What follows belongs to an exercise in optimizing a design on an open flow for small area, a short achievable clock period and few clock cycles; a production flow would make more cautious choices. Power is estimated from default activity; no workload was simulated.

Setup of old:
==> flow/design.v <==
`default_nettype	none
module	div(i_clk, i_rst, i_wr, i_signed, i_numerator, i_denominator,
		o_busy, o_valid, o_err, o_quotient, o_flags);
	parameter		BW=32, LGBW = 5;
	input	wire		i_clk, i_rst;
	input	wire		i_wr, i_signed;
	input	wire [(BW-1):0]	i_numerator, i_denominator;
	output	reg		o_busy, o_valid, o_err;
	output	reg [(BW-1):0]	o_quotient;
	output	wire	[3:0]	o_flags;
	reg			r_norm, r_iter, r_sign, r_dneg, r_c;
	reg	[(BW-1):0]	r_dividend, r_divisor;
	reg	[(LGBW-1):0]	r_cnt;
	wire			n_neg, d_neg;
	wire	[(BW-1):0]	n_ones, d_ones;
	assign	n_neg = (i_signed)&&(i_numerator[BW-1]);
	assign	d_neg = (i_signed)&&(i_denominator[BW-1]);
	assign	n_ones = i_numerator ^ {(BW){n_neg}};
	assign	d_ones = i_denominator ^ {(BW){d_neg}};
	wire	[BW:0]	diff;
	assign	diff = { 1'b0, r_dividend } + { 1'b0, ~r_divisor }
				+ { {(BW){1'b0}}, !r_dneg };
	wire	ge;
	assign	ge = diff[BW];
	wire	zero_divisor, early, last;
	assign	zero_divisor = (r_divisor == 0)&&(!r_dneg);
	assign	early = (!ge)||(zero_divisor);
	assign	last  = (r_cnt == 0);
	function [LGBW-1:0] clz;
		input	[BW-1:0]	v;
		integer			i;
		begin
			clz = BW-1;
			for(i=1; i<BW; i=i+1)
				if (v[i])
					clz = BW-1-i;
		end
	endfunction
	wire	[LGBW:0]	shift;
	wire			n_small;
	assign	shift = { 1'b0, clz(d_ones) } - { 1'b0, clz(n_ones) }
				+ { {(LGBW){1'b0}}, n_neg };
	assign	n_small = shift[LGBW];
	wire	[(2*BW-1):0]	shifted;
	assign	shifted = { r_divisor, {(BW){r_dneg}} } << r_cnt;
	always @(posedge i_clk)
	if (i_rst)
	begin
		r_norm  <= 1'b0;
		r_iter  <= 1'b0;
		o_valid <= 1'b0;
		o_busy  <= 1'b0;
	end else begin
		r_norm  <= i_wr;
		r_iter  <= ((r_norm)&&(!early))||((r_iter)&&(!last));
		o_valid <= ((r_norm)&&(early))||((r_iter)&&(last));
		if (i_wr)
			o_busy <= !n_small;
		else
			o_busy <= ((r_norm)&&(!early)&&(!last))
				||((r_iter)&&(r_cnt[(LGBW-1):1] != 0));
	end
	always @(posedge i_clk)
		o_err <= (r_norm)&&(zero_divisor);
	always @(posedge i_clk)
	if (i_wr)
	begin
		r_sign <= (n_neg)^(d_neg);
		r_dneg <= d_neg;
	end
	always @(posedge i_clk)
	if (i_wr)
		r_dividend <= n_ones + { {(BW-1){1'b0}}, n_neg };
	else if ((ge)&&((r_iter)||((r_norm)&&(r_sign))))
		r_dividend <= diff[(BW-1):0];
	always @(posedge i_clk)
	if (i_wr)
		r_divisor <= d_ones;
	else if (r_norm)
		r_divisor <= shifted[(2*BW-1):BW];
	else
		r_divisor <= r_divisor >> 1;
	always @(posedge i_clk)
	if (i_wr)
		r_cnt <= shift[(LGBW-1):0];
	else if (!r_norm)
		r_cnt <= r_cnt - 1'b1;
	always @(posedge i_clk)
	if (r_norm)
		o_quotient <= {(BW){(r_sign)&&(!early)}};
	else
		o_quotient <= { o_quotient[(BW-2):0], (ge ^ r_sign) };
	always @(posedge i_clk)
		r_c <= (!r_sign)&&((r_dividend == 0)||(diff[(BW-1):0] == 0));
	assign o_flags = { 1'b0, o_quotient[BW-1], r_c, (o_quotient == 0) };
endmodule
clock: 5.0 ns
lec_check: 0
cap_margin: 20
core_margin: 2
core_utilization: 40
setup_slack_margin: 1.0
slew_margin: 20
run.sh (not shown) runs the stock make flow with config.mk's settings and CLKGATE_MAP_FILE= SYNTH_SCRIPT=/design/flow/synth_recipe.tcl, a recipe that flattens the netlist after the stock synthesis.
Per the final summary, old finished and its layout is clean on timing, DRC and antenna.
--- input diff old..new ---
Settings: clearing SETUP_SLACK_MARGIN, which used to be 1.0.
Findings:
Sort old and new by register-to-register path setup slack asc -> top: new
Against old, post-detailed-routing wire length in new fell slightly.
Against old, new comes in 19 lower on post-CTS setup buffer count.
Count of nets after finishing of new falls short of that of old slightly.
Sequential logic power: old vs new, no meaningful difference
The count of multi-input combinational gates on old is in line with that on new.
Ratio of routed vias to standard cells for new: 0.036 down relative to old
old: PASS, flow complete, no timing, DRC or antenna violations
new: all stages complete, timing, DRC and antenna checks passed
Diff old..new | proportion of cell area occupied by multi-input gates | negligible
Function was not checked in any run of this note: the RTL went through the layout flow alone.

[separate check: timing with driven ports]
The results above use ideal ports. As a check the final layouts listed here were re-extracted and re-timed, cells and wires unchanged. Step 1: set_driving_cell puts a clkbuf_16 on i_clk and a buf_2 on each other input, an assumption about the parent block. Step 2 adds t to the input delays and takes it off the output delays; t is the mean of the earliest and latest rising clock arrival at the registers after step 1. Input paths then give back, and output paths get back, about the clock's delay inside the block. Three values: ideal ports, drivers, drivers and shift; two values: the first two.
run	t (ns)	slack for setup (ns)	worst setup path at the end
old	0.407	0.829 / 0.834 / 0.427	input to register
new	0.416	0.361 / 0.391 / -0.025	input to register
Met with ideal ports but missed after step 2: setup timing in new. For old, which loses most, drivers alone change the setup slack by +0.005 ns; drivers and shift together by -0.402 ns.
